Source: an optimization exercise on an open RTL-to-GDS flow (aim: small area, a short achievable clock period and few clock cycles per item). Production flows keep margins and buffers that such runs may drop. The RTL was checked by simulation tests, not by an equivalence proof against the original design.

$ cat flow/config.mk
export PLATFORM = sky130hd
export DESIGN_NAME = Fibonacci
export DESIGN_NICKNAME = Fibonacci
export VERILOG_FILES = /design/flow/design.v
export SDC_FILE = /design/flow/constraint.sdc
export NUM_CORES = 4
export LEC_CHECK = 0
export ABC_CLOCK_PERIOD_IN_PS = 3000
export CAP_MARGIN = 0
export CORE_MARGIN = 2
export CORE_UTILIZATION = 40
export CTS_BUF_LIST = sky130_fd_sc_hd__clkbuf_8 sky130_fd_sc_hd__clkbuf_4
export GPL_TIMING_DRIVEN = 0
export SETUP_SLACK_MARGIN = 0.0
export SLEW_MARGIN = 0
export SYNTH_HIERARCHICAL = 1
$ cat flow/constraint.sdc
create_clock -name core_clock -period 4.0 [get_ports {CLK}]
set_input_delay 0.8000 -clock core_clock [delete_from_list [all_inputs] [get_ports {CLK}]]
set_output_delay 0.8000 -clock core_clock [all_outputs]
set_load 0.01 [all_outputs]
$ cat flow/design.v
module FA(input a, input b, input c, output s, output co);
    assign s = a ^ b ^ c;
    assign co = (a & b) | (c & (a ^ b));
endmodule
module Fibonacci(
    input CLK,
    input RST,
    input [31:0] INP, input IE,
    output [31:0] OUT, output OE);
    reg [31:0] v;
    reg [14:0] nu;       
    reg [16:0] pre;      
    reg [0:0] cb;        
    reg [1:0] pc;        
    reg [25:0] cnt;      
    reg [1:0] act;       
    reg oe;              
    wire idle = ~act[1];
    assign OUT = v;
    assign OE = oe;
    wire go = IE & idle;
    wire [5:0] r = INP[5:0];
    wire [25:0] nit = INP[31:6];
    reg [31:0] p_v;
    reg [14:0] p_nu;
    reg [0:0] p_cb;
    reg [16:0] p_pre;
    always @* begin
        case (r)
        6'd0: begin p_v = 32'h9e358000; p_nu = 15'h20ba; p_cb = 1'h0; p_pre = 17'h58ec; end
        6'd1: begin p_v = 32'hc7b00001; p_nu = 15'h1b1d; p_cb = 1'h0; p_pre = 17'h13f61; end
        6'd2: begin p_v = 32'h65e60001; p_nu = 15'h3bd8; p_cb = 1'h0; p_pre = 17'h18dcd; end
        6'd3: begin p_v = 32'h2d968002; p_nu = 15'h56f6; p_cb = 1'h0; p_pre = 17'hc2ae; end
        6'd4: begin p_v = 32'h937c8003; p_nu = 15'h12cf; p_cb = 1'h0; p_pre = 17'h1307a; end
        6'd5: begin p_v = 32'hc1138005; p_nu = 15'h69c6; p_cb = 1'h0; p_pre = 17'h1e8a8; end
        6'd6: begin p_v = 32'h54908008; p_nu = 15'h7c96; p_cb = 1'h0; p_pre = 17'h10ea2; end
        6'd7: begin p_v = 32'h15a4000d; p_nu = 15'h665d; p_cb = 1'h0; p_pre = 17'h1d749; end
        6'd8: begin p_v = 32'h6a348015; p_nu = 15'h62f4; p_cb = 1'h0; p_pre = 17'h1c5ea; end
        6'd9: begin p_v = 32'h7fd88022; p_nu = 15'h4952; p_cb = 1'h0; p_pre = 17'h7d32; end
        6'd10: begin p_v = 32'hea0d0037; p_nu = 15'h2c47; p_cb = 1'h0; p_pre = 17'h1231b; end
        6'd11: begin p_v = 32'h69e60059; p_nu = 15'h759a; p_cb = 1'h0; p_pre = 17'h195cd; end
        6'd12: begin p_v = 32'h53f30090; p_nu = 15'h21e2; p_cb = 1'h0; p_pre = 17'h198e7; end
        6'd13: begin p_v = 32'hbdd900e9; p_nu = 15'h177d; p_cb = 1'h0; p_pre = 17'heb3; end
        6'd14: begin p_v = 32'h11cc8179; p_nu = 15'h3960; p_cb = 1'h0; p_pre = 17'h19d1a; end
        6'd15: begin p_v = 32'hcfa60262; p_nu = 15'h50de; p_cb = 1'h0; p_pre = 17'h1a14d; end
        6'd16: begin p_v = 32'he17283db; p_nu = 15'ha3f; p_cb = 1'h0; p_pre = 17'h1e66; end
        6'd17: begin p_v = 32'hb119063d; p_nu = 15'h5b1e; p_cb = 1'h0; p_pre = 17'h1b533; end
        6'd18: begin p_v = 32'h928c0a18; p_nu = 15'h655e; p_cb = 1'h0; p_pre = 17'h1c919; end
        6'd19: begin p_v = 32'h43a51055; p_nu = 15'h407d; p_cb = 1'h0; p_pre = 17'h5e4b; end
        6'd20: begin p_v = 32'hd6311a6d; p_nu = 15'h25dc; p_cb = 1'h0; p_pre = 17'h10763; end
        6'd21: begin p_v = 32'h19d6aac2; p_nu = 15'h665a; p_cb = 1'h0; p_pre = 17'h15b2e; end
        6'd22: begin p_v = 32'hf007c52f; p_nu = 15'hc37; p_cb = 1'h0; p_pre = 17'h14290; end
        6'd23: begin p_v = 32'h09deeff1; p_nu = 15'h7292; p_cb = 1'h0; p_pre = 17'h933e; end
        6'd24: begin p_v = 32'hf9e6b520; p_nu = 15'h7eca; p_cb = 1'h0; p_pre = 17'h1cb4f; end
        6'd25: begin p_v = 32'h03c52511; p_nu = 15'h715d; p_cb = 1'h0; p_pre = 17'h13e8d; end
        6'd26: begin p_v = 32'hfdabda31; p_nu = 15'h7028; p_cb = 1'h0; p_pre = 17'h1e9db; end
        6'd27: begin p_v = 32'h0170ff42; p_nu = 15'h6186; p_cb = 1'h0; p_pre = 17'h867; end
        6'd28: begin p_v = 32'hff1c5973; p_nu = 15'h51af; p_cb = 1'h0; p_pre = 17'hd242; end
        6'd29: begin p_v = 32'h008cd8b5; p_nu = 15'h3336; p_cb = 1'h0; p_pre = 17'h1baa9; end
        6'd30: begin p_v = 32'hffa8b228; p_nu = 15'h4e6; p_cb = 1'h0; p_pre = 17'h16ceb; end
        6'd31: begin p_v = 32'h00358add; p_nu = 15'h381d; p_cb = 1'h0; p_pre = 17'h11d15; end
        6'd32: begin p_v = 32'hffdebd05; p_nu = 15'h3d04; p_cb = 1'h0; p_pre = 17'h7f80; end
        6'd33: begin p_v = 32'h0014c7e2; p_nu = 15'h7522; p_cb = 1'h0; p_pre = 17'h19215; end
        6'd34: begin p_v = 32'hfff304e7; p_nu = 15'h3227; p_cb = 1'h0; p_pre = 17'hf195; end
        6'd35: begin p_v = 32'h0007ccc9; p_nu = 15'h274a; p_cb = 1'h0; p_pre = 17'h163a9; end
        6'd36: begin p_v = 32'hfffb51b0; p_nu = 15'h5972; p_cb = 1'h0; p_pre = 17'h4abe; end
        6'd37: begin p_v = 32'h00029e79; p_nu = 15'hbd; p_cb = 1'h0; p_pre = 17'h8e67; end
        6'd38: begin p_v = 32'hfffe7029; p_nu = 15'h5a30; p_cb = 1'h0; p_pre = 17'hcea5; end
        6'd39: begin p_v = 32'h00010ea2; p_nu = 15'h5aee; p_cb = 1'h0; p_pre = 17'h1528d; end
        6'd40: begin p_v = 32'hffff7ecb; p_nu = 15'h351f; p_cb = 1'h0; p_pre = 17'h10131; end
        6'd41: begin p_v = 32'h00000d6d; p_nu = 15'h100e; p_cb = 1'h0; p_pre = 17'h133be; end
        6'd42: begin p_v = 32'hffff8c38; p_nu = 15'h452e; p_cb = 1'h0; p_pre = 17'h2a70; end
        6'd43: begin p_v = 32'h000019a5; p_nu = 15'h553d; p_cb = 1'h0; p_pre = 17'h153ae; end
        6'd44: begin p_v = 32'hffffa5dd; p_nu = 15'h1a6c; p_cb = 1'h0; p_pre = 17'h5e1d; end
        6'd45: begin p_v = 32'h00003f82; p_nu = 15'h6faa; p_cb = 1'h0; p_pre = 17'h1a74b; end
        6'd46: begin p_v = 32'hffffe55f; p_nu = 15'ha17; p_cb = 1'h0; p_pre = 17'he567; end
        6'd47: begin p_v = 32'h000024e1; p_nu = 15'h79c2; p_cb = 1'h0; p_pre = 17'h8233; end
        6'd48: begin p_v = 32'hffff8a40; p_nu = 15'h3da; p_cb = 1'h0; p_pre = 17'h479a; end
        6'd49: begin p_v = 32'h00002f21; p_nu = 15'h7d9d; p_cb = 1'h0; p_pre = 17'hbf4d; end
        6'd50: begin p_v = 32'hffffb961; p_nu = 15'h178; p_cb = 1'h0; p_pre = 17'h1e6e6; end
        6'd51: begin p_v = 32'h00006882; p_nu = 15'h7f16; p_cb = 1'h0; p_pre = 17'h9bb3; end
        6'd52: begin p_v = 32'hffffa1e3; p_nu = 15'h8f; p_cb = 1'h0; p_pre = 17'h16299; end
        6'd53: begin p_v = 32'h00000a65; p_nu = 15'h7fa6; p_cb = 1'h0; p_pre = 17'h1f3cd; end
        6'd54: begin p_v = 32'hffffac48; p_nu = 15'h36; p_cb = 1'h0; p_pre = 17'h3665; end
        6'd55: begin p_v = 32'h000036ad; p_nu = 15'h7fdd; p_cb = 1'h0; p_pre = 17'h1fb2; end
        6'd56: begin p_v = 32'hffffe2f5; p_nu = 15'h14; p_cb = 1'h0; p_pre = 17'h13616; end
        6'd57: begin p_v = 32'h000019a2; p_nu = 15'h7ff2; p_cb = 1'h0; p_pre = 17'h14b49; end
        6'd58: begin p_v = 32'hfffffc97; p_nu = 15'h7; p_cb = 1'h0; p_pre = 17'h1615e; end
        6'd59: begin p_v = 32'h00001639; p_nu = 15'h7ffa; p_cb = 1'h0; p_pre = 17'ha228; end
        6'd60: begin p_v = 32'hffff92d0; p_nu = 15'h2; p_cb = 1'h0; p_pre = 17'he386; end
        6'd61: begin p_v = 32'h00002909; p_nu = 15'h7ffd; p_cb = 1'h0; p_pre = 17'h17b2e; end
        6'd62: begin p_v = 32'hffffbbd9; p_nu = 15'h0; p_cb = 1'h0; p_pre = 17'h13eb3; end
        6'd63: begin p_v = 32'h000064e2; p_nu = 15'h7ffe; p_cb = 1'h0; p_pre = 17'haf61; end
        endcase
    end
    wire sl1 = ~(v[6]);
    wire cl1 = v[6];
    wire sl2 = v[7] ^ v[5];
    wire cl2 = v[7] & v[5];
    wire sl3 = v[4] ^ v[2];
    wire cl3 = v[4] & v[2];
    wire sl4, cl4;
    FA fl4(.a(v[5]), .b(v[3]), .c(v[1]), .s(sl4), .co(cl4));
    wire sl5, cl5;
    FA fl5(.a(v[4]), .b(v[2]), .c(nu[13]), .s(sl5), .co(cl5));
    wire sl6 = ~v[13] ^ ~v[0];
    wire cl6 = ~v[13] & ~v[0];
    wire sl7, cl7;
    FA fl7(.a(v[3]), .b(nu[14]), .c(~v[14]), .s(sl7), .co(cl7));
    wire sl8, cl8;
    FA fl8(.a(~v[1]), .b(cl1), .c(sl2), .s(sl8), .co(cl8));
    wire sl9 = v[2] ^ v[0];
    wire cl9 = v[2] & v[0];
    wire sl10, cl10;
    FA fl10(.a(v[3]), .b(v[1]), .c(nu[10]), .s(sl10), .co(cl10));
    wire sl11, cl11;
    FA fl11(.a(v[0]), .b(nu[11]), .c(~v[11]), .s(sl11), .co(cl11));
    wire sl12, cl12;
    FA fl12(.a(nu[12]), .b(~v[12]), .c(cl3), .s(sl12), .co(cl12));
    wire sl13, cl13;
    FA fl13(.a(sl6), .b(sl1), .c(cl4), .s(sl13), .co(cl13));
    wire sl14, cl14;
    FA fl14(.a(cl6), .b(cl5), .c(sl7), .s(sl14), .co(cl14));
    wire sl15 = ~(nu[1]);
    wire cl15 = nu[1];
    wire sl16 = nu[2] ^ ~v[2];
    wire cl16 = nu[2] & ~v[2];
    wire sl17 = nu[3] ^ ~v[3];
    wire cl17 = nu[3] & ~v[3];
    wire sl18 = nu[4] ^ ~v[4];
    wire cl18 = nu[4] & ~v[4];
    wire sl19 = nu[5] ^ ~v[5];
    wire cl19 = nu[5] & ~v[5];
    wire sl20 = nu[6] ^ ~v[6];
    wire cl20 = nu[6] & ~v[6];
    wire sl21, cl21;
    FA fl21(.a(v[0]), .b(nu[7]), .c(~v[7]), .s(sl21), .co(cl21));
    wire sl22, cl22;
    FA fl22(.a(v[1]), .b(nu[8]), .c(~v[8]), .s(sl22), .co(cl22));
    wire sl23, cl23;
    FA fl23(.a(nu[9]), .b(~v[9]), .c(sl9), .s(sl23), .co(cl23));
    wire sl24, cl24;
    FA fl24(.a(~v[10]), .b(cl9), .c(sl10), .s(sl24), .co(cl24));
    wire sl25, cl25;
    FA fl25(.a(sl3), .b(cl10), .c(sl11), .s(sl25), .co(cl25));
    wire sl26, cl26;
    FA fl26(.a(cl11), .b(sl4), .c(sl12), .s(sl26), .co(cl26));
    wire sl27, cl27;
    FA fl27(.a(sl5), .b(cl12), .c(sl13), .s(sl27), .co(cl27));
    wire sl28, cl28;
    FA fl28(.a(sl8), .b(cl13), .c(sl14), .s(sl28), .co(cl28));
    wire [14:0] ra_l = {cl27, cl26, cl25, cl24, cl23, cl22, cl21, cl20, cl19, cl18, cl17, cl16, cl15, sl15, nu[0]};
    wire [14:0] rb_l = {sl28, sl27, sl26, sl25, sl24, sl23, sl22, sl21, sl20, sl19, sl18, sl17, sl16, ~v[1], ~v[0]};
    wire [15:0] sum_l = ra_l + rb_l;
    wire sh1 = v[24] ^ v[22];
    wire ch1 = v[24] & v[22];
    wire sh2 = v[19] ^ v[17];
    wire ch2 = v[19] & v[17];
    wire sh3, ch3;
    FA fh3(.a(v[20]), .b(v[18]), .c(v[16]), .s(sh3), .co(ch3));
    wire sh4 = pre[12] ^ pc[1];
    wire ch4 = pre[12] & pc[1];
    wire sh5, ch5;
    FA fh5(.a(v[21]), .b(v[19]), .c(v[17]), .s(sh5), .co(ch5));
    wire sh6, ch6;
    FA fh6(.a(~pre[13]), .b(v[28]), .c(v[15]), .s(sh6), .co(ch6));
    wire sh7, ch7;
    FA fh7(.a(v[22]), .b(v[20]), .c(v[18]), .s(sh7), .co(ch7));
    wire sh8, ch8;
    FA fh8(.a(~pre[14]), .b(v[29]), .c(v[16]), .s(sh8), .co(ch8));
    wire sh9, ch9;
    FA fh9(.a(v[23]), .b(v[21]), .c(v[19]), .s(sh9), .co(ch9));
    wire sh10, ch10;
    FA fh10(.a(~pre[15]), .b(v[30]), .c(v[17]), .s(sh10), .co(ch10));
    wire sh11, ch11;
    FA fh11(.a(v[20]), .b(pre[16]), .c(~v[31]), .s(sh11), .co(ch11));
    wire sh12, ch12;
    FA fh12(.a(v[18]), .b(v[15]), .c(~sh1), .s(sh12), .co(ch12));
    wire sh13 = v[17] ^ v[15];
    wire ch13 = v[17] & v[15];
    wire sh14, ch14;
    FA fh14(.a(v[18]), .b(v[16]), .c(pre[10]), .s(sh14), .co(ch14));
    wire sh15, ch15;
    FA fh15(.a(v[15]), .b(pre[11]), .c(~v[26]), .s(sh15), .co(ch15));
    wire sh16, ch16;
    FA fh16(.a(~v[27]), .b(ch2), .c(sh4), .s(sh16), .co(ch16));
    wire sh17, ch17;
    FA fh17(.a(ch4), .b(ch3), .c(sh5), .s(sh17), .co(ch17));
    wire sh18, ch18;
    FA fh18(.a(ch5), .b(~ch6), .c(sh7), .s(sh18), .co(ch18));
    wire sh19, ch19;
    FA fh19(.a(ch7), .b(~ch8), .c(sh9), .s(sh19), .co(ch19));
    wire sh20, ch20;
    FA fh20(.a(ch9), .b(~ch10), .c(sh11), .s(sh20), .co(ch20));
    wire sh21 = pre[0] ^ cb[0];
    wire ch21 = pre[0] & cb[0];
    wire sh22 = pre[1] ^ ~v[16];
    wire ch22 = pre[1] & ~v[16];
    wire sh23 = pre[2] ^ ~v[17];
    wire ch23 = pre[2] & ~v[17];
    wire sh24 = pre[3] ^ ~v[18];
    wire ch24 = pre[3] & ~v[18];
    wire sh25 = pre[4] ^ ~v[19];
    wire ch25 = pre[4] & ~v[19];
    wire sh26 = pre[5] ^ ~v[20];
    wire ch26 = pre[5] & ~v[20];
    wire sh27, ch27;
    FA fh27(.a(pre[6]), .b(pc[0]), .c(~v[21]), .s(sh27), .co(ch27));
    wire sh28, ch28;
    FA fh28(.a(v[15]), .b(pre[7]), .c(~v[22]), .s(sh28), .co(ch28));
    wire sh29, ch29;
    FA fh29(.a(v[16]), .b(pre[8]), .c(~v[23]), .s(sh29), .co(ch29));
    wire sh30, ch30;
    FA fh30(.a(pre[9]), .b(~v[24]), .c(sh13), .s(sh30), .co(ch30));
    wire sh31, ch31;
    FA fh31(.a(~v[25]), .b(ch13), .c(sh14), .s(sh31), .co(ch31));
    wire sh32, ch32;
    FA fh32(.a(sh2), .b(ch14), .c(sh15), .s(sh32), .co(ch32));
    wire sh33, ch33;
    FA fh33(.a(ch15), .b(sh3), .c(sh16), .s(sh33), .co(ch33));
    wire sh34, ch34;
    FA fh34(.a(~sh6), .b(ch16), .c(sh17), .s(sh34), .co(ch34));
    wire sh35, ch35;
    FA fh35(.a(~sh8), .b(ch17), .c(sh18), .s(sh35), .co(ch35));
    wire sh36, ch36;
    FA fh36(.a(~sh10), .b(ch18), .c(sh19), .s(sh36), .co(ch36));
    wire sh37, ch37;
    FA fh37(.a(~sh12), .b(ch19), .c(sh20), .s(sh37), .co(ch37));
    wire [16:0] ra_h = {ch36, ch35, ch34, ch33, ch32, ch31, ch30, ch29, ch28, ch27, ch26, ch25, ch24, ch23, ch22, ch21, sh21};
    wire [16:0] rb_h = {sh37, sh36, sh35, sh34, sh33, sh32, sh31, sh30, sh29, sh28, sh27, sh26, sh25, sh24, sh23, sh22, ~v[15]};
    wire [16:0] sum_h = ra_h + rb_h;
    wire sp1 = v[8] ^ v[6];
    wire cp1 = v[8] & v[6];
    wire sp2, cp2;
    FA fp2(.a(~v[4]), .b(v[2]), .c(v[15]), .s(sp2), .co(cp2));
    wire sp3 = cl2 ^ sp1;
    wire cp3 = cl2 & sp1;
    wire sp4 = ~(v[9] ^ v[7]);
    wire cp4 = v[9] | v[7];
    wire sp5, cp5;
    FA fp5(.a(~v[5]), .b(v[3]), .c(v[0]), .s(sp5), .co(cp5));
    wire sp6, cp6;
    FA fp6(.a(v[10]), .b(v[8]), .c(v[6]), .s(sp6), .co(cp6));
    wire sp7 = ~(v[11] ^ v[9]);
    wire cp7 = v[11] | v[9];
    wire sp8 = v[7] ^ ~v[5];
    wire cp8 = v[7] & ~v[5];
    wire sp9, cp9;
    FA fp9(.a(v[12]), .b(v[10]), .c(v[8]), .s(sp9), .co(cp9));
    wire sp10 = ~v[6] ^ ~v[3];
    wire cp10 = ~v[6] & ~v[3];
    wire sp11 = ~(v[13] ^ v[11]);
    wire cp11 = v[13] | v[11];
    wire sp12, cp12;
    FA fp12(.a(~v[9]), .b(v[7]), .c(v[4]), .s(sp12), .co(cp12));
    wire sp13 = ~v[2] ^ ~v[0];
    wire cp13 = ~v[2] & ~v[0];
    wire sp14, cp14;
    FA fp14(.a(v[14]), .b(v[12]), .c(v[10]), .s(sp14), .co(cp14));
    wire sp15, cp15;
    FA fp15(.a(v[8]), .b(v[5]), .c(v[3]), .s(sp15), .co(cp15));
    wire sp16 = ~v[1] ^ ~v[21];
    wire cp16 = ~v[1] & ~v[21];
    wire sp17, cp17;
    FA fp17(.a(v[13]), .b(v[11]), .c(v[0]), .s(sp17), .co(cp17));
    wire sp18, cp18;
    FA fp18(.a(v[9]), .b(v[6]), .c(v[4]), .s(sp18), .co(cp18));
    wire sp19 = ~v[2] ^ ~v[22];
    wire cp19 = ~v[2] & ~v[22];
    wire sp20, cp20;
    FA fp20(.a(v[14]), .b(v[12]), .c(v[1]), .s(sp20), .co(cp20));
    wire sp21, cp21;
    FA fp21(.a(v[10]), .b(v[7]), .c(v[5]), .s(sp21), .co(cp21));
    wire sp22 = ~v[3] ^ ~v[23];
    wire cp22 = ~v[3] & ~v[23];
    wire sp23, cp23;
    FA fp23(.a(v[13]), .b(v[2]), .c(v[0]), .s(sp23), .co(cp23));
    wire sp24, cp24;
    FA fp24(.a(v[11]), .b(v[8]), .c(v[6]), .s(sp24), .co(cp24));
    wire sp25 = ~v[4] ^ ~v[24];
    wire cp25 = ~v[4] & ~v[24];
    wire sp26, cp26;
    FA fp26(.a(v[14]), .b(v[3]), .c(v[1]), .s(sp26), .co(cp26));
    wire sp27, cp27;
    FA fp27(.a(v[12]), .b(v[9]), .c(v[7]), .s(sp27), .co(cp27));
    wire sp28 = ~v[5] ^ ~v[25];
    wire cp28 = ~v[5] & ~v[25];
    wire sp29, cp29;
    FA fp29(.a(v[4]), .b(v[2]), .c(~v[13]), .s(sp29), .co(cp29));
    wire sp30, cp30;
    FA fp30(.a(v[10]), .b(v[8]), .c(v[6]), .s(sp30), .co(cp30));
    wire sp31, cp31;
    FA fp31(.a(v[5]), .b(v[3]), .c(~v[14]), .s(sp31), .co(cp31));
    wire sp32 = ~v[11] ^ ~v[9];
    wire cp32 = ~v[11] & ~v[9];
    wire sp33 = ~(v[6] ^ v[4]);
    wire cp33 = v[6] | v[4];
    wire sp34, cp34;
    FA fp34(.a(v[12]), .b(v[10]), .c(v[8]), .s(sp34), .co(cp34));
    wire sp35, cp35;
    FA fp35(.a(v[7]), .b(v[5]), .c(~v[13]), .s(sp35), .co(cp35));
    wire sp36 = ~v[11] ^ ~v[9];
    wire cp36 = ~v[11] & ~v[9];
    wire sp37, cp37;
    FA fp37(.a(v[8]), .b(v[6]), .c(~v[14]), .s(sp37), .co(cp37));
    wire sp38 = ~v[12] ^ ~v[10];
    wire cp38 = ~v[12] & ~v[10];
    wire sp39, cp39;
    FA fp39(.a(v[9]), .b(v[7]), .c(~v[13]), .s(sp39), .co(cp39));
    wire sp40, cp40;
    FA fp40(.a(cl7), .b(sp3), .c(~sp2), .s(sp40), .co(cp40));
    wire sp41, cp41;
    FA fp41(.a(~v[16]), .b(cp1), .c(sp4), .s(sp41), .co(cp41));
    wire sp42 = ~cp2 ^ cp3;
    wire cp42 = ~cp2 & cp3;
    wire sp43, cp43;
    FA fp43(.a(v[4]), .b(v[1]), .c(v[17]), .s(sp43), .co(cp43));
    wire sp44, cp44;
    FA fp44(.a(cp4), .b(~cp5), .c(sp6), .s(sp44), .co(cp44));
    wire sp45, cp45;
    FA fp45(.a(v[2]), .b(v[0]), .c(v[18]), .s(sp45), .co(cp45));
    wire sp46, cp46;
    FA fp46(.a(sp7), .b(sp8), .c(cp6), .s(sp46), .co(cp46));
    wire sp47, cp47;
    FA fp47(.a(v[1]), .b(v[19]), .c(~cp7), .s(sp47), .co(cp47));
    wire sp48, cp48;
    FA fp48(.a(cp8), .b(sp10), .c(sp9), .s(sp48), .co(cp48));
    wire sp49, cp49;
    FA fp49(.a(~v[20]), .b(cp10), .c(sp11), .s(sp49), .co(cp49));
    wire sp50, cp50;
    FA fp50(.a(sp13), .b(cp9), .c(~sp12), .s(sp50), .co(cp50));
    wire sp51, cp51;
    FA fp51(.a(cp11), .b(cp13), .c(sp16), .s(sp51), .co(cp51));
    wire sp52, cp52;
    FA fp52(.a(cp12), .b(~sp14), .c(sp15), .s(sp52), .co(cp52));
    wire sp53, cp53;
    FA fp53(.a(cp16), .b(sp19), .c(cp14), .s(sp53), .co(cp53));
    wire sp54, cp54;
    FA fp54(.a(cp15), .b(~sp17), .c(sp18), .s(sp54), .co(cp54));
    wire sp55, cp55;
    FA fp55(.a(cp19), .b(sp22), .c(cp17), .s(sp55), .co(cp55));
    wire sp56, cp56;
    FA fp56(.a(cp18), .b(~sp20), .c(sp21), .s(sp56), .co(cp56));
    wire sp57, cp57;
    FA fp57(.a(cp22), .b(sp25), .c(cp20), .s(sp57), .co(cp57));
    wire sp58, cp58;
    FA fp58(.a(cp21), .b(~sp23), .c(sp24), .s(sp58), .co(cp58));
    wire sp59, cp59;
    FA fp59(.a(cp25), .b(sp28), .c(cp23), .s(sp59), .co(cp59));
    wire sp60, cp60;
    FA fp60(.a(cp24), .b(~sp26), .c(sp27), .s(sp60), .co(cp60));
    wire sp61, cp61;
    FA fp61(.a(~v[26]), .b(cp28), .c(cp26), .s(sp61), .co(cp61));
    wire sp62, cp62;
    FA fp62(.a(cp27), .b(~sp29), .c(sp30), .s(sp62), .co(cp62));
    wire sp63, cp63;
    FA fp63(.a(v[7]), .b(v[27]), .c(~sp32), .s(sp63), .co(cp63));
    wire sp64, cp64;
    FA fp64(.a(cp29), .b(~cp30), .c(sp31), .s(sp64), .co(cp64));
    wire sp65, cp65;
    FA fp65(.a(v[0]), .b(v[28]), .c(~cp32), .s(sp65), .co(cp65));
    wire sp66, cp66;
    FA fp66(.a(sp33), .b(cp31), .c(~sp34), .s(sp66), .co(cp66));
    wire sp67, cp67;
    FA fp67(.a(v[1]), .b(v[29]), .c(~cp33), .s(sp67), .co(cp67));
    wire sp68, cp68;
    FA fp68(.a(sp36), .b(~cp34), .c(sp35), .s(sp68), .co(cp68));
    wire sp69, cp69;
    FA fp69(.a(v[2]), .b(v[30]), .c(~cp36), .s(sp69), .co(cp69));
    wire sp70, cp70;
    FA fp70(.a(sp38), .b(cp35), .c(sp37), .s(sp70), .co(cp70));
    wire sp71, cp71;
    FA fp71(.a(v[11]), .b(v[3]), .c(v[31]), .s(sp71), .co(cp71));
    wire sp72, cp72;
    FA fp72(.a(cp38), .b(cp37), .c(sp39), .s(sp72), .co(cp72));
    wire sp73 = cl8 ^ cl14;
    wire cp73 = cl8 & cl14;
    wire sp74, cp74;
    FA fp74(.a(~sp5), .b(sp42), .c(sp41), .s(sp74), .co(cp74));
    wire sp75, cp75;
    FA fp75(.a(~sp43), .b(cp41), .c(cp42), .s(sp75), .co(cp75));
    wire sp76, cp76;
    FA fp76(.a(cp43), .b(sp45), .c(~cp44), .s(sp76), .co(cp76));
    wire sp77, cp77;
    FA fp77(.a(cp45), .b(sp47), .c(~cp46), .s(sp77), .co(cp77));
    wire sp78, cp78;
    FA fp78(.a(~cp47), .b(sp49), .c(cp48), .s(sp78), .co(cp78));
    wire sp79, cp79;
    FA fp79(.a(cp49), .b(sp51), .c(cp50), .s(sp79), .co(cp79));
    wire sp80, cp80;
    FA fp80(.a(cp51), .b(sp53), .c(~cp52), .s(sp80), .co(cp80));
    wire sp81, cp81;
    FA fp81(.a(cp53), .b(sp55), .c(~cp54), .s(sp81), .co(cp81));
    wire sp82, cp82;
    FA fp82(.a(cp55), .b(sp57), .c(~cp56), .s(sp82), .co(cp82));
    wire sp83, cp83;
    FA fp83(.a(cp57), .b(sp59), .c(~cp58), .s(sp83), .co(cp83));
    wire sp84, cp84;
    FA fp84(.a(cp59), .b(sp61), .c(~cp60), .s(sp84), .co(cp84));
    wire sp85, cp85;
    FA fp85(.a(sp63), .b(~cp61), .c(cp62), .s(sp85), .co(cp85));
    wire sp86, cp86;
    FA fp86(.a(cp63), .b(sp65), .c(~cp64), .s(sp86), .co(cp86));
    wire sp87, cp87;
    FA fp87(.a(cp65), .b(sp67), .c(~cp66), .s(sp87), .co(cp87));
    wire sp88, cp88;
    FA fp88(.a(cp67), .b(sp69), .c(~cp68), .s(sp88), .co(cp88));
    wire sp89, cp89;
    FA fp89(.a(sp71), .b(cp69), .c(~cp70), .s(sp89), .co(cp89));
    wire sp90 = sp40 ^ sp73;
    wire cp90 = sp40 & sp73;
    wire sp91, cp91;
    FA fp91(.a(cp40), .b(cp73), .c(sp74), .s(sp91), .co(cp91));
    wire sp92, cp92;
    FA fp92(.a(sp44), .b(cp74), .c(sp75), .s(sp92), .co(cp92));
    wire sp93, cp93;
    FA fp93(.a(sp46), .b(cp75), .c(~sp76), .s(sp93), .co(cp93));
    wire sp94, cp94;
    FA fp94(.a(~sp48), .b(cp76), .c(sp77), .s(sp94), .co(cp94));
    wire sp95, cp95;
    FA fp95(.a(sp50), .b(~cp77), .c(sp78), .s(sp95), .co(cp95));
    wire sp96, cp96;
    FA fp96(.a(~sp52), .b(cp78), .c(sp79), .s(sp96), .co(cp96));
    wire sp97, cp97;
    FA fp97(.a(~sp54), .b(cp79), .c(sp80), .s(sp97), .co(cp97));
    wire sp98, cp98;
    FA fp98(.a(~sp56), .b(cp80), .c(sp81), .s(sp98), .co(cp98));
    wire sp99, cp99;
    FA fp99(.a(~sp58), .b(cp81), .c(sp82), .s(sp99), .co(cp99));
    wire sp100, cp100;
    FA fp100(.a(~sp60), .b(cp82), .c(sp83), .s(sp100), .co(cp100));
    wire sp101, cp101;
    FA fp101(.a(~sp62), .b(cp83), .c(sp84), .s(sp101), .co(cp101));
    wire sp102, cp102;
    FA fp102(.a(sp64), .b(cp84), .c(~sp85), .s(sp102), .co(cp102));
    wire sp103, cp103;
    FA fp103(.a(~sp66), .b(cp85), .c(sp86), .s(sp103), .co(cp103));
    wire sp104, cp104;
    FA fp104(.a(~sp68), .b(cp86), .c(sp87), .s(sp104), .co(cp104));
    wire sp105, cp105;
    FA fp105(.a(~sp70), .b(cp87), .c(sp88), .s(sp105), .co(cp105));
    wire sp106, cp106;
    FA fp106(.a(~sp72), .b(cp88), .c(sp89), .s(sp106), .co(cp106));
    wire [16:0] ra_p = {~cp105, ~cp104, ~cp103, cp102, cp101, cp100, cp99, cp98, cp97, cp96, cp95, ~cp94, cp93, cp92, cp91, cp90, sp90};
    wire [16:0] rb_p = {~sp106, ~sp105, ~sp104, ~sp103, sp102, sp101, sp100, sp99, sp98, sp97, sp96, sp95, ~sp94, sp93, sp92, sp91, cl28};
    wire [6:0] sp_0 = ra_p[5:0] + rb_p[5:0];
    wire [6:0] sp_1 = ra_p[11:6] + rb_p[11:6];
    wire [5:0] sp_2 = ra_p[16:12] + rb_p[16:12];
    wire [16:0] sum_p = {sp_2[4:0], sp_1[5:0], sp_0[5:0]};
    wire [1:0] pc_n = {sp_1[6], sp_0[6]};
    always @(posedge CLK) begin
        if (go) v[14:0] <= p_v[14:0];
        else if (act[0]) v[14:0] <= sum_l[14:0];
        if (go) v[31:15] <= p_v[31:15];
        else if (act[1]) v[31:15] <= sum_h;
        nu <= idle ? p_nu : ~v[14:0];
        cb <= idle ? p_cb : {sum_l[15]};
        pre <= idle ? p_pre : sum_p;
        pc <= idle ? 2'd0 : pc_n;
        cnt <= idle ? nit : cnt - 1'b1;
        if (RST) begin
            act <= 0;
            oe <= 1'b1;
        end else if (go) begin
            act <= {1'b1, |nit};
            oe <= 1'b0;
        end else begin
            act <= {act[0], act[0] & (cnt != 26'd1)};
            oe <= ~act[0];
        end
    end
endmodule
$ cat flow/flow/run.sh
#!/bin/bash
# The standard layout (the standard.sh: ORFS synthesis to finish), with
# the port buffers made of sky130_fd_sc_hd__buf_2 cells instead of the cell buffer_ports picks
# by default (a slow delay buffer). Make's output goes to flow.log here.
set -euo pipefail
bash standard.sh "BUFFER_PORTS_ARGS=-buffer_cell sky130_fd_sc_hd__buf_2" finish > flow.log 2>&1
$ cat flow/standard.sh
#!/bin/bash
# synth_recipe.tcl (not shown) runs the flow's synth.tcl, then flattens the netlist and writes it again
# the make line also repeats each setting of config.mk as NAME=value (left out here)
make -C /OpenROAD-flow-scripts/flow DESIGN_CONFIG=/design/flow/config.mk WORK_HOME=/design/flow/orfs CLKGATE_MAP_FILE= SYNTH_SCRIPT=/design/flow/synth_recipe.tcl "${@:-finish}"
==> results list, run 1 <==
- The initial utilization of the core area, before any placement, comes to 0.4080.
- Arrival time at the worst endpoint: 4.33 ns
- Dividing the final minimum period by the clock period gives 1.046.
- After the first detailed-routing iteration, the DRC count stood at 2,089.
- Using the TritonRoute via totals, the vias-per-cell ratio works out to 6.833.
* Cell area after placement: 14,660 um2
- Average wire per standard cell: 34.59 um
* Number of iterations in the first detailed-routing pass: 7
- After synthesis, the largest family of logic cells by area is adder cells.
- At the end of the flow the core is filled with cells to 0.4632.
* Hold_buf cts: 0
* Total track usage: 0.4336
* Final Max Slew Viols: 0
- Total of max-cap violations: 0
- Number of buffers added by the clock tree synthesis step: 9
* Number of distinct library cells after synthesis: 76
- Setup repair after global routing could not meet its margin everywhere.
- For the pin with the worst max-slew slack, the measured transition is 1.316 ns.
* Detailed-route DRC error count: 0
- The worst setup path is launched from an input pin.
* Placed instance count: roughly 2,200
- Clock root buffer: sky130_fd_sc_hd__clkbuf_8
- Die span in y: 189.4 um
- Result of the run: finished with violations
* Pin count of the biggest net entering global routing: 19
- Worst Slack Setup Final: -0.1830 ns
- Prior to clock tree synthesis, the placed netlist has a worst setup slack of -1.891 ns.
- The share of synthesized area in the top cell type comes to 0.1965.
- Static timing analysis puts the maximum clock frequency at 239.1 MHz.
* Yosys reg bits: 96
* Area growth from synthesis to layout: 13.53%
- Post-DRT Antenna Nets: 0
* Cell type with the highest aggregate area in the netlist: sky130_fd_sc_hd__fa_1
- The clock drives 96 sinks.
* Synthesized netlist net count: 1,949
- Post-route non-filler standard cell count: 2,260
- Full die area: between 30,000 and 40,000 um2
* CTS tree: done
- The worst setup path is captured at a register.
- Headroom to the max-slew limit came out at 0.1197.
- Later-pin clock latency in the skew report: 0.41 ns
- Global-route wire length before repair: 109.8 mm
- Detailed routing inserted a total of 15,440 vias.
* Register clock-pin slew on the reported worst setup and hold paths: 0.11 ns
- Count of final setup violators: 14
- During synthesis, Yosys emitted a total of 7 warnings.
* Longest Clk Path Bufs: 2
- Post-synthesis share of cell area spent on full adders, half adders and majority gates: 0.2921
* Number of rows in the core area: 67
* Share of post-route cells with drive strength above 1: 0.1326
- Of the total synthesized cell area, the portion taken by AND, OR, NAND and NOR gates is 0.1647.
- The tightest min-delay check is of the register to register type.
- The synthesized netlist occupies a cell area of between 10,000 and 15,000 um2.
* Final Instance Area: 15,610 um2
* Final WL: 78.17 mm
* Minimum period implied by the final worst setup slack: 4.183 ns
- The number of antenna violations at the first check in global routing was 2.
* Required arrival time at the worst endpoint: 4.15 ns
- The floorplan step set the die width to 189.4 um.
- Synthesized-area fraction occupied by ao, oa, aoi and oai cells: 0.2578
- Mapped Cells: 1,674
- Top FF cell, synth: sky130_fd_sc_hd__dfxtp_1
- The hold violation total from the final report was 0.
- Setup_tns: -1.180 ns
- 68 I/O pins were placed.
- Worst Path Max Fanout: 10
- At the end of routability-driven placement, the weighted congestion stood at approximately 1.1.
- # nets final: 2,080
- Share of synthesized area spent on multiplexers: 0.01865
* Failed Checks: negative setup slack
* Synth top area cells: sky130_fd_sc_hd__fa_1 (20%), sky130_fd_sc_hd__ha_1 (9.6%), sky130_fd_sc_hd__dfxtp_1 (9.3%), sky130_fd_sc_hd__edfxtp_1 (7.0%), sky130_fd_sc_hd__a21oi_1 (5.6%)
- Summed over all nets, the half-perimeter wirelength after detailed placement is 59.31 mm.
- Post-synth EDFFs: 32
- A synthesized cell averages 8.214 um2.
* Count of H-tree levels built during CTS: 3
* Core region area: approximately 34,000 um2
- Counting flops with an async set or reset pin after synthesis yields a share of 0.
- Quantity of I/O buffers inserted on ports: between 60 and 70
- Portion of the post-synthesis area used by sequential elements: 0.1631
* Worst clock skew: 0.01373 ns
- Via count of the first global-routing pass: around 15,000
- GRT Residual Overflow: 0
* Setup CP Type: input pin to register
- Of the total synthesized cell area, the portion taken by XOR and XNOR cells is 0.03631.
-- synth_stat cells, types with 6 or more instances --
| library cell | count |
|---|---|
| sky130_fd_sc_hd__ha_1 | 105 |
| sky130_fd_sc_hd__nand2_1 | 125 |
| sky130_fd_sc_hd__a2111oi_0 | 13 |
| sky130_fd_sc_hd__fa_1 | 135 |
| sky130_fd_sc_hd__o221ai_1 | 7 |
| sky130_fd_sc_hd__buf_1 | 19 |
| sky130_fd_sc_hd__and3_1 | 7 |
| sky130_fd_sc_hd__nand2b_1 | 33 |
| sky130_fd_sc_hd__or2_2 | 12 |
| sky130_fd_sc_hd__nor3_1 | 52 |
| sky130_fd_sc_hd__or3_1 | 7 |
| sky130_fd_sc_hd__a21oi_1 | 154 |
| sky130_fd_sc_hd__a211oi_1 | 36 |
| sky130_fd_sc_hd__edfxtp_1 | 32 |
| sky130_fd_sc_hd__nor2b_1 | 30 |
| sky130_fd_sc_hd__a221oi_1 | 12 |
| sky130_fd_sc_hd__o21a_1 | 10 |
| sky130_fd_sc_hd__mux2i_1 | 11 |
| sky130_fd_sc_hd__nand3_1 | 40 |
| sky130_fd_sc_hd__buf_2 | 6 |
| sky130_fd_sc_hd__a31oi_1 | 35 |
| sky130_fd_sc_hd__clkbuf_1 | 96 |
| sky130_fd_sc_hd__o31ai_1 | 13 |
| sky130_fd_sc_hd__a211o_1 | 6 |
| sky130_fd_sc_hd__o21ai_1 | 16 |
| sky130_fd_sc_hd__a21o_1 | 26 |
| sky130_fd_sc_hd__nor2_1 | 114 |
| sky130_fd_sc_hd__xnor2_1 | 34 |
| sky130_fd_sc_hd__o211ai_1 | 27 |
| sky130_fd_sc_hd__xor2_1 | 23 |
| sky130_fd_sc_hd__nand4_1 | 6 |
| sky130_fd_sc_hd__a311oi_1 | 16 |
| sky130_fd_sc_hd__o22ai_1 | 12 |
| sky130_fd_sc_hd__a21boi_0 | 6 |
| sky130_fd_sc_hd__o21bai_1 | 8 |
| sky130_fd_sc_hd__o311ai_0 | 7 |
| sky130_fd_sc_hd__dfxtp_1 | 64 |
| sky130_fd_sc_hd__and2_1 | 7 |
| sky130_fd_sc_hd__inv_1 | 120 |
| sky130_fd_sc_hd__o21ai_0 | 95 |
| sky130_fd_sc_hd__nor4_1 | 15 |
-- state kept, by name, summed over array words and instances (netlist names) --
name,count
v,32
cnt,26
pre,17
nu,15
act,2
pc,2
cb,1
oe,1
-- through the flow --
step                      hold WS [ns]
after floorplan                 0.4705
final                           0.5301
after global placement          0.5000
after global routing            0.5646
after CTS                       0.5307
after detailed placement        0.5150
-- placed cells by master (no fill, tap or decap), types with 10 or more instances in the layout --
cell / instances
sky130_fd_sc_hd__o211ai_1: 27
sky130_fd_sc_hd__buf_1: 14
sky130_fd_sc_hd__buf_4: 48
sky130_fd_sc_hd__a211oi_1: 32
sky130_fd_sc_hd__nor4_1: 15
sky130_fd_sc_hd__ha_1: 104
sky130_fd_sc_hd__dfxtp_1: 64
sky130_fd_sc_hd__o22ai_1: 12
sky130_fd_sc_hd__fa_1: 126
sky130_fd_sc_hd__edfxtp_1: 32
sky130_fd_sc_hd__o31ai_1: 12
sky130_fd_sc_hd__a221oi_1: 12
sky130_fd_sc_hd__nand2_1: 124
sky130_fd_sc_hd__a21oi_1: 149
sky130_fd_sc_hd__xnor2_1: 33
sky130_fd_sc_hd__o21ai_1: 18
sky130_fd_sc_hd__o21ai_0: 91
sky130_fd_sc_hd__o21a_1: 10
sky130_fd_sc_hd__mux2i_1: 11
sky130_fd_sc_hd__or2_2: 12
sky130_fd_sc_hd__a21o_1: 26
sky130_fd_sc_hd__a311oi_1: 15
sky130_fd_sc_hd__nand3_1: 40
sky130_fd_sc_hd__a31oi_1: 35
sky130_fd_sc_hd__clkbuf_2: 16
sky130_fd_sc_hd__nor2b_1: 28
sky130_fd_sc_hd__nand2b_1: 32
sky130_fd_sc_hd__xor2_1: 21
sky130_fd_sc_hd__clkbuf_1: 78
sky130_fd_sc_hd__inv_1: 114
sky130_fd_sc_hd__nor3_1: 51
sky130_fd_sc_hd__buf_2: 74
sky130_fd_sc_hd__nor2_1: 112
-- worst max-delay path: stages --
cell and delay, ns:
sky130_fd_sc_hd__buf_2 0.14, sky130_fd_sc_hd__clkbuf_1 0.47, sky130_fd_sc_hd__buf_2 0.38, sky130_fd_sc_hd__buf_1 0.79, sky130_fd_sc_hd__a21oi_1 0.34, sky130_fd_sc_hd__a32oi_1 0.60, sky130_fd_sc_hd__o22ai_1 0.42, sky130_fd_sc_hd__o22ai_1 0.30
sky130_fd_sc_hd__nor3_1 0.08
-- modules after synthesis (local to each module, per instance) --
module | cell area, um2 | flip-flops and latches | copies in the design | cells inside
FA | 20.02 | 0 | 130 | 1
Fibonacci | 11150 | 96 | 1 | 1544
-- final timing paths --
path | slack, ns | startpoint | end | cells past startpoint
min reg2reg | 0.53 | cnt[7] | cnt[7] | 2
max | -0.18 | INP[3] | v[12] | 9
max reg2reg | 0.06 | v[2] | pre[16] | 14
min | 0.53 | cnt[7] | cnt[7] | 2
-- cell type report --
type                    instances  area, um2
flip-flops and latches         96       2242
clock buffers                   9      123.9
well taps                     448      560.5
repair buffers                122      813.3
inverters                     122      461.7
clock inverters                 7      111.4
fillers                      3374      18090
diodes                          2      5.005
plain buffers                 120      503.0
multi-input cells            1334      10790
-- timing repair --
item / 4_1_cts / 5_1_grt
endpoints found under the setup margin: 64 / 35
gates resized for setup: 35 / 62
endpoints found under the hold margin: 0 / 0
setup buffers: 30 / 26
pin swaps: 1 / 14
-- cells by family after synthesis --
kind of cell	after synthesis
muxes	20
xor gates and xnor gates	57
and+or+nand+nor	469
adders and majority gates	240
DFF	96
buffers and inverters	244
AOI/OAI and AO/OA	548
-- per-layer routing --
layer  vias up  part of all wire  global-route usage
met3       391              0.12              0.1307
met1      7493              0.37              0.5336
met2      1262              0.41              0.6378
met5         -                 0                   0
met4         0             0.098              0.3271
li1       6296                 -                   -
Testbench counts, summed over its fixed seeds: cycles 2,060, items 384.
==> inputs of run 2 (changes only) <==
--- a/flow/config.mk
+++ b/flow/config.mk
@@ -10,7 +10,6 @@
 export CORE_MARGIN = 2
 export CORE_UTILIZATION = 40
 export CTS_BUF_LIST = sky130_fd_sc_hd__clkbuf_8 sky130_fd_sc_hd__clkbuf_4
-export GPL_TIMING_DRIVEN = 0
 export SETUP_SLACK_MARGIN = 0.0
 export SLEW_MARGIN = 0
 export SYNTH_HIERARCHICAL = 1
==> results list, run 2 <==
* Result of the run: complete, no violations
- In the layout the commonest cells are sky130_fd_sc_hd__a21oi_1 (153), sky130_fd_sc_hd__fa_1 (134), sky130_fd_sc_hd__nand2_1 (125).
- The congestion estimate from routability-driven global placement came to 1.046.
* Final period util: 0.9637
- Vias per cell: 6.369
- Cell depth of the worst flop-to-flop path: 13
* Post-synth EDFFs: 32
* Area growth from synthesis to layout: 11.58%
* Global-route wire length before repair: 86.25 mm
- For the worst setup path, the data required time is 4.32 ns.
- After clock tree synthesis, the clock-pin slew on the worst setup and hold paths is 0.11 ns.
* Via count of the first global-routing pass: approximately 13,000
- In the final layout, the share of cells above drive strength 1 is 0.1354.
* Average wire per standard cell: 26.11 um
- Initial Util: 0.4080
- Minimum period implied by the final worst setup slack: between 3 and 4 ns
- Setup repair after global routing left no endpoint under its margin.
* Clk sinks: 96
* Worst slew pin tran: 0.8849 ns
- Total standard cell area after synthesis: 13,750 um2
- Timing would allow up to 259.4 MHz.
- Of all cell types, the one taking the most synthesized area is sky130_fd_sc_hd__fa_1.
* Number of buffers added by the clock tree synthesis step: 9
- After global routing the overflow that remains totals 0.
- Full die area: 35,880 um2
- Portion of the post-synthesis area used by sequential elements: 0.1631
- Yosys reg bits: 96
* Synth top area cells: sky130_fd_sc_hd__fa_1 (20%), sky130_fd_sc_hd__ha_1 (9.6%), sky130_fd_sc_hd__dfxtp_1 (9.3%), sky130_fd_sc_hd__edfxtp_1 (7.0%), sky130_fd_sc_hd__a21oi_1 (5.6%)
* Fraction of post-synthesis cell area in the top cell type by area: 0.1965
- Number of rows in the core area: 67
* Die span in y: around 190 um
- Total of max-cap violations: 0
- Max-slew headroom at the worst pin: 0.3948
* Longest Clk Path Bufs: 2
- Top FF cell, synth: sky130_fd_sc_hd__dfxtp_1
- Fill cell total of the finished layout: 3,382
- In the global route stage, overall resource usage came out at 0.3195.
- Diodes inserted: 0
* Register name with the most flops: v
* Final Instance Area: approximately 15,000 um2
- Setup violations remaining at the end of the flow were counted as 0.
* Initial antenna violation count: 2
- Critical path, cell by cell: fa_1, inv_1, fa_1, fa_1, inv_1, fa_1, ha_2, fa_2, a21o_1, a21oi_1, xnor2_1, nand2_1, o21ai_1
* Cell with the biggest individual delay on the critical path: sky130_fd_sc_hd__fa_1
- Once layout is complete, the utilization of the core stands at 0.4553.
* Crit path largest cell delay: 0.57 ns
* Final WL: 57.39 mm
- Pin count of the biggest net entering global routing: 71
* Count of H-tree levels built during CTS: 3
- The pre-antenna-repair detailed-routing pass consisted of 6 iterations.
- STA classifies the critical path endpoint as a register.
- # nets final: between 2,000 and 2,500
* Quantity of I/O buffers inserted on ports: 67
- In this run the critical register-to-register path is launched from v[4].
* Kind of start point of the critical path: register
- Routed vias: 14,000
- After synthesis, the netlist uses 76 different library cells.
- In the routed design, unresolved DRC markers number 0.
- Most common cell after layout, fill and taps aside: sky130_fd_sc_hd__a21oi_1
* Core region area: 33,700 um2
- Clock root buffer: sky130_fd_sc_hd__clkbuf_8
* Setup slack of the worst register-to-register path: 0.15 ns
* Final HPWL from detailed placement: around 44 mm
- Counting every instance in the synthesized netlist gives 1,674.
- Regs by FF count: v: 32 flops, cnt: 26 flops, pre: 17 flops
- I/O pin count: 68
- Share of flip-flops with an asynchronous set or reset: 0
- Worst Slack Setup Final: about 0.15 ns
- Most frequent cell after synthesis: sky130_fd_sc_hd__a21oi_1
* Library cell appearing most often on the critical path: sky130_fd_sc_hd__fa_1
- Flip-flop count of the largest register after layout: 32
- After detailed placement, the total cell area comes to 15,060 um2.
- The path class of the tightest hold or removal check is register to register.
- Hold repair after CTS inserted 0 buffers.
- Worst reg2reg endpoint: pre[16]
- Synthesized area per cell: 8.214 um2
* Arrival time at the worst endpoint: ~4.2 ns
- In the synthesized netlist, the cells that appear most often are sky130_fd_sc_hd__a21oi_1 (154), sky130_fd_sc_hd__fa_1 (135), sky130_fd_sc_hd__nand2_1 (125).
* Width of the die: 189.4 um
- The worst hold path passes through 2 cells.
- CTS tree: done
* Hold Violations, Final: 0
- Prior to clock tree synthesis, the placed netlist has a worst setup slack of slightly below 0.09 ns.
- Setup_tns: 0 ns
* Hold Crit Start: cnt[7]
- Worst Hold End: cnt[7]
- At the later pin of the worst-skew pair, clock insertion delay measures 0.40 ns.
- For this block, the initial DRC count from the detailed router was 1,846.
* Warnings from Yosys: 7
* Worst clock skew: 0.01802 ns
- The worst setup path is of the register to register kind.
- Final Max Slew Viols: 0
* Worst Path Max Fanout: 6
* Synthesized netlist net count: a little under 2,000
- In this run the remaining antenna-violating nets after routing total 0.
-- run 2: cell types whose count changed in the layout (fill, tap and decap cells not counted), sizes merged --
cell / previous run / this run
buf: 144 / 182
clkdlybuf4s15: 2 / 0
clkbuf: 105 / 10
diode: 2 / 0
clkinv: 2 / 0
inv: 124 / 127
bufinv: 2 / 1
clkinvlp: 1 / 0
-- run 2: per-stage QoR --
step,cells,hold slack [ns]
after floorplan,1674,0.4705
after global placement,2173,0.4977
after detailed placement,2173,0.5116
after CTS,2189,0.5282
after global routing,2198,0.5458
final,2198,0.5249
-- run 2: metal layers --
metal  vias up  track usage  part of all wire
li1       6163            -                 -
met1      6850       0.4434              0.42
met2       824       0.4961              0.44
met3       159      0.05190             0.097
met4         4       0.1282             0.047
met5         -            0           0.00047
-- run 2: area by class of cell --
type | count | area [um2] | area share
clock buffer | 10 | 131.4 | 0.008562
clock inverter | 6 | 73.82 | 0.004811
inverter | 122 | 457.9 | 0.02985
multi-input combinational | 1334 | 10590 | 0.6904
sequential | 96 | 2246 | 0.1464
tap | 448 | 560.5 | 0.03653
timing repair buffer | 182 | 1281 | 0.08350
-- run 2: per-module statistics from Yosys, one instance, submodules excluded --
module	copies in the design	cells	flops+latches
Fibonacci	1	1544	96
FA	130	1	0
-- run 2: what timing repair did --
| item | CTS | global route |
|---|---|---|
| setup endpoints to repair | 0 | 4 |
| resized for setup | 0 | 4 |
| buffers inserted | 0 | 9 |
-- run 2: cells by family (layout without fill, tap and decap cells) --
kind of cell             Yosys count  in the layout  share of synthesized area
flip-flops                        96             96                     0.1631
XOR/XNOR                          57             57                    0.03631
buffers and inverters            244            320                    0.06743
AND/OR/NAND/NOR                  469            469                     0.1647
adder cells (fa/ha/maj)          240            240                     0.2921
AO/OA/AOI/OAI                    548            548                     0.2578
multiplexers                      20             20                    0.01865
-- run 2: worst max-delay path, delay by kind of cell (launching register included) --
kind | cells | cell delay [ns]
buf+inv | 2 | 0.10
compound gates | 3 | 0.46
simple gates | 1 | 0.06
flops | 1 | 0.52
xor+xnor | 1 | 0.13
fa+ha+maj | 6 | 2.51
-- run 2: worst max-delay path by stage --
stage / from / to / slack [ns] / cells past startpoint
after floorplan: v[1] / pre[10] / 0.15 / 14
after global routing: v[19] / v[30] / 0.005 / 9
after global placement: INP[1] / nu[7] / 0.04 / 11
after detailed placement: v[8] / pre[16] / 0.09 / 12
after CTS: v[8] / pre[16] / 0.06 / 12
final: v[4] / pre[16] / 0.15 / 13
==> inputs of run 3 (changes only) <==
--- a/flow/config.mk
+++ b/flow/config.mk
@@ -6,10 +6,10 @@
 export NUM_CORES = 4
 export LEC_CHECK = 0
 export ABC_CLOCK_PERIOD_IN_PS = 3000
-export CAP_MARGIN = 0
+export CAP_MARGIN = 20
 export CORE_MARGIN = 2
 export CORE_UTILIZATION = 40
 export CTS_BUF_LIST = sky130_fd_sc_hd__clkbuf_8 sky130_fd_sc_hd__clkbuf_4
-export SETUP_SLACK_MARGIN = 0.0
-export SLEW_MARGIN = 0
+export SETUP_SLACK_MARGIN = 0.2
+export SLEW_MARGIN = 20
 export SYNTH_HIERARCHICAL = 1
==> results list, run 3 <==
- The run finished with no timing, DRC or antenna violations.
* Width of the die: 189.4 um
- Xor/xnor cell area share of the yosys netlist: 0.03631
* Number of iterations in the first detailed-routing pass: 7
* Initial antenna violation count: 1
- Yosys reg bits: 96
* Via count of the first global-routing pass: around 13,000
- Across the run, the number of max-cap violations was 0.
* Minimum period implied by the final worst setup slack: 3.774 ns
- Crit path largest cell delay: 0.49 ns
- Hold_ws: 0.5288 ns
- The library cells used most frequently in the layout, excluding fill and tap cells, are sky130_fd_sc_hd__a21oi_1 (149), sky130_fd_sc_hd__buf_4 (126), sky130_fd_sc_hd__nand2_1 (125).
- Largest family of logic cells by synthesized area: adder cells
- Synthesized area per cell: 8.214 um2
- Longest Clk Path Bufs: 2
* Final HPWL from detailed placement: between 40 and 50 mm
- Post-DRT Antenna Nets: 0
- STA puts the critical path data required time at 4.32 ns.
- Number of distinct library cells after synthesis: 76
* Worst Path Max Fanout: 4
- Final period util: 0.9436
- Setup slack closes at 0.2255 ns.
* Setup_tns: 0 ns
- Post-route non-filler standard cell count: between 2,000 and 2,500
- Library cell appearing most often on the critical path: sky130_fd_sc_hd__fa_1
- Pin count of the biggest net entering global routing: between 70 and 80
* Post-synth EDFFs: 32
* # nets final: about 2,000
- Quantity of I/O buffers inserted on ports: 67
* Cell with the biggest individual delay on the critical path: sky130_fd_sc_hd__fa_1
- Most frequent cell after synthesis: sky130_fd_sc_hd__a21oi_1
- STA classifies the critical path startpoint as a register.
* Top FF cell, synth: sky130_fd_sc_hd__dfxtp_1
- Before CTS, the worst setup slack after placement is around 0.07 ns.
- Share of post-route cells with drive strength above 1: 0.1630
* Portion of the post-synthesis area used by sequential elements: 0.1631
* Arrival time at the worst endpoint: 4.09 ns
- Walking the worst path, the cells encountered are buf_4, fa_1, fa_2, fa_1, inv_1, fa_1, ha_2, fa_2, a21o_1, a21oi_2, xnor2_1, nand2_1, o21ai_1.
- After detailed routing, the number of remaining DRC violations is 0.
- The die covers 35,880 um2.
- TritonCTS built the clock tree.
* Share of synthesized area spent on multiplexers: 0.01865
- Number of buffers added by the clock tree synthesis step: 9
- In this run the vertical extent of the chip is 189.4 um.
- Summed over all layers, the routed wires come to between 50 and 60 mm.
- Register clock-pin slew on the reported worst setup and hold paths: 0.11 ns
* Later-pin clock latency in the skew report: 0.40 ns
- The min-delay analysis places its worst path in the category register to register.
* Cell area after placement: 14,980 um2
- Of the total synthesized cell area, the portion taken by AND, OR, NAND and NOR gates is 0.1647.
- When the netlist entered floorplanning its net count stood at roughly 1,900.
- In the post-synthesis netlist, the biggest area contributors are sky130_fd_sc_hd__fa_1 (20%), sky130_fd_sc_hd__ha_1 (9.6%), sky130_fd_sc_hd__dfxtp_1 (9.3%), sky130_fd_sc_hd__edfxtp_1 (7.0%), sky130_fd_sc_hd__a21oi_1 (5.6%).
* Synthesized-area fraction occupied by ao, oa, aoi and oai cells: 0.2578
- Post-Route Utilization: 0.4614
- The worst pin sits at a relative slew slack of 0.3150.
- After detailed routing, the average wire length per cell comes to 26.27 um.
* Starting DRC count in detailed routing: 1,837
- Once layout is done, the placed cells without fillers occupy 15,550 um2.
- Of all flip-flops after synthesis, the portion carrying an async set or reset was 0.
- For this configuration, the core starts out at a cell density of 0.4080.
- Leaving out fill and tap cells, the most frequent cell in the layout is sky130_fd_sc_hd__a21oi_1.
* GRT Residual Overflow: 0
- At the pin with the least slew margin, the transition time is 1.012 ns.
* Placed instance count: 2,166
- The setup path with the least slack is of type register to register.
- For this run, the top clock speed supported by timing is around 260 MHz.
- Total standard cell area after synthesis: 13,750 um2
- RSZ-0062 raised after global routing: yes
- Pin placement for this block handled 68 I/O pins.
- Counting flops per register, the top entry is v.
* Flip-flop count of the largest register after layout: 32
- Count of final setup violators: 0
- Total track usage: 0.3229
- Of the total synthesized cell area, the portion taken by full adders, half adders and majority gates is 0.2921.
- The worst setup path is captured at a register.
* Cell type with the highest aggregate area in the netlist: sky130_fd_sc_hd__fa_1
- Post-synth top cells: sky130_fd_sc_hd__a21oi_1 (154), sky130_fd_sc_hd__fa_1 (135), sky130_fd_sc_hd__nand2_1 (125)
- Global-route wire length before repair: 86.68 mm
- Counting every instance in the synthesized netlist gives 1,674.
* Worst clock skew: 0.01513 ns
- Count of H-tree levels built during CTS: 3
* Regs by FF count: v: 32 flops, cnt: 26 flops, pre: 17 flops
- For this run, the number of Yosys warnings is 7.
- Hold Violations, Final: 0
* Vias per cell: about 6.3
- Of the post-synthesis cell area, the dominant cell type holds 0.1965.
- From synthesis to final layout, the design area changed by 13.08%.
- After filler insertion, the fill cell instance count of the layout stands at 3,436.
* Routed vias: 14,040
- Clock tree synthesis found a total of 96 sinks.
- Core region area: 33,700 um2
* Number of rows in the core area: between 60 and 70
* Diodes inserted: 0
* Clock root buffer: sky130_fd_sc_hd__clkbuf_8
- The congestion estimate from routability-driven global placement came to ~1.0.
- Final Max Slew Viols: 0
run 3: cell counts after synthesis:
No cell type changed its count.
run 3: what timing repair did:
action / CTS / global route
endpoints found under the hold margin: 0 / 0
hold buffers: 0 / 0
endpoints found under the setup margin: 6 / 11
buffers inserted: 8 / 25
pin swaps: 0 / 15
resized for setup: 11 / 32
run 3: cell type report:
class,instances,area [um2],share of cell area
flip-flops and latches,96,2246,0.1444
clock buffers,9,123.9,0.007967
repair buffers,199,1403,0.09021
clock inverters,7,71.32,0.004587
multi-input cells,1334,10690,0.6873
inverters,122,457.9,0.02945
well taps,448,560.5,0.03605
run 3: per-layer routing:
metal	vias up	wire, um	global-route usage
li1	6202	-	-
met1	6814	23580	0.4348
met2	838	26140	0.5144
met3	183	5647	0.06172
met4	2	2817	0.1213
met5	-	13	0
run 3: worst max-delay path, delay by kind of cell (launching register included):
family | cells | cell delay, ns
buffers and inverters | 2 | 0.23
AOI/OAI and AO/OA | 3 | 0.43
xor gates and xnor gates | 1 | 0.13
DFF | 1 | 0.48
and+or+nand+nor | 1 | 0.06
adders and majority gates | 6 | 2.36
run 3: path summary, 6_finish.rpt:
kind / start / to / slack, ns / cells past startpoint
max reg2reg: v[8] / pre[16] / 0.23 / 13
min reg2reg: cnt[7] / cnt[7] / 0.53 / 2
max: v[8] / pre[16] / 0.23 / 13
min: cnt[7] / cnt[7] / 0.53 / 2
run 3: cell families (layout without fill, tap and decap cells):
kind of cell	after synthesis	count (layout)
flip-flops	96	96
XOR/XNOR	57	57
adder cells (fa/ha/maj)	240	240
buffers and inverters	244	337
multiplexers	20	20
AND/OR/NAND/NOR	469	469
AO/OA/AOI/OAI	548	548
run 3: per-module statistics from Yosys (local to each module, per instance):
module | times used | cell area, um2 | cells inside | flops+latches
Fibonacci | 1 | 11150 | 1544 | 96
FA | 130 | 20.02 | 1 | 0

[re-timing with driven ports]
In the flow no input, the clock included, has a driving cell. The finished layouts below were timed again as built, in two steps. Step 1: set_driving_cell puts a clkbuf_16 on CLK and a buf_2 on each other input, an assumption about the parent block. Step 2 also shifts input and output timing later by t, the mid clock arrival at the registers, as if the neighbouring blocks saw the same clock. Three values: no drivers, after step 1, after step 2; two values: the first two.
run	t, ns	setup WS [ns]	worst setup path at the end
run 1	0.444	-0.183 / -0.159 / -0.602	input to register
run 2	0.431	0.145 / 0.145 / -0.057	input to register
run 3	0.438	0.226 / 0.226 / 0.226	register to register
With both steps, setup timing fails in run 2, where it was met with ideal ports. For run 1, which loses most, drivers alone change the setup slack by +0.024 ns; drivers and shift together by -0.419 ns.
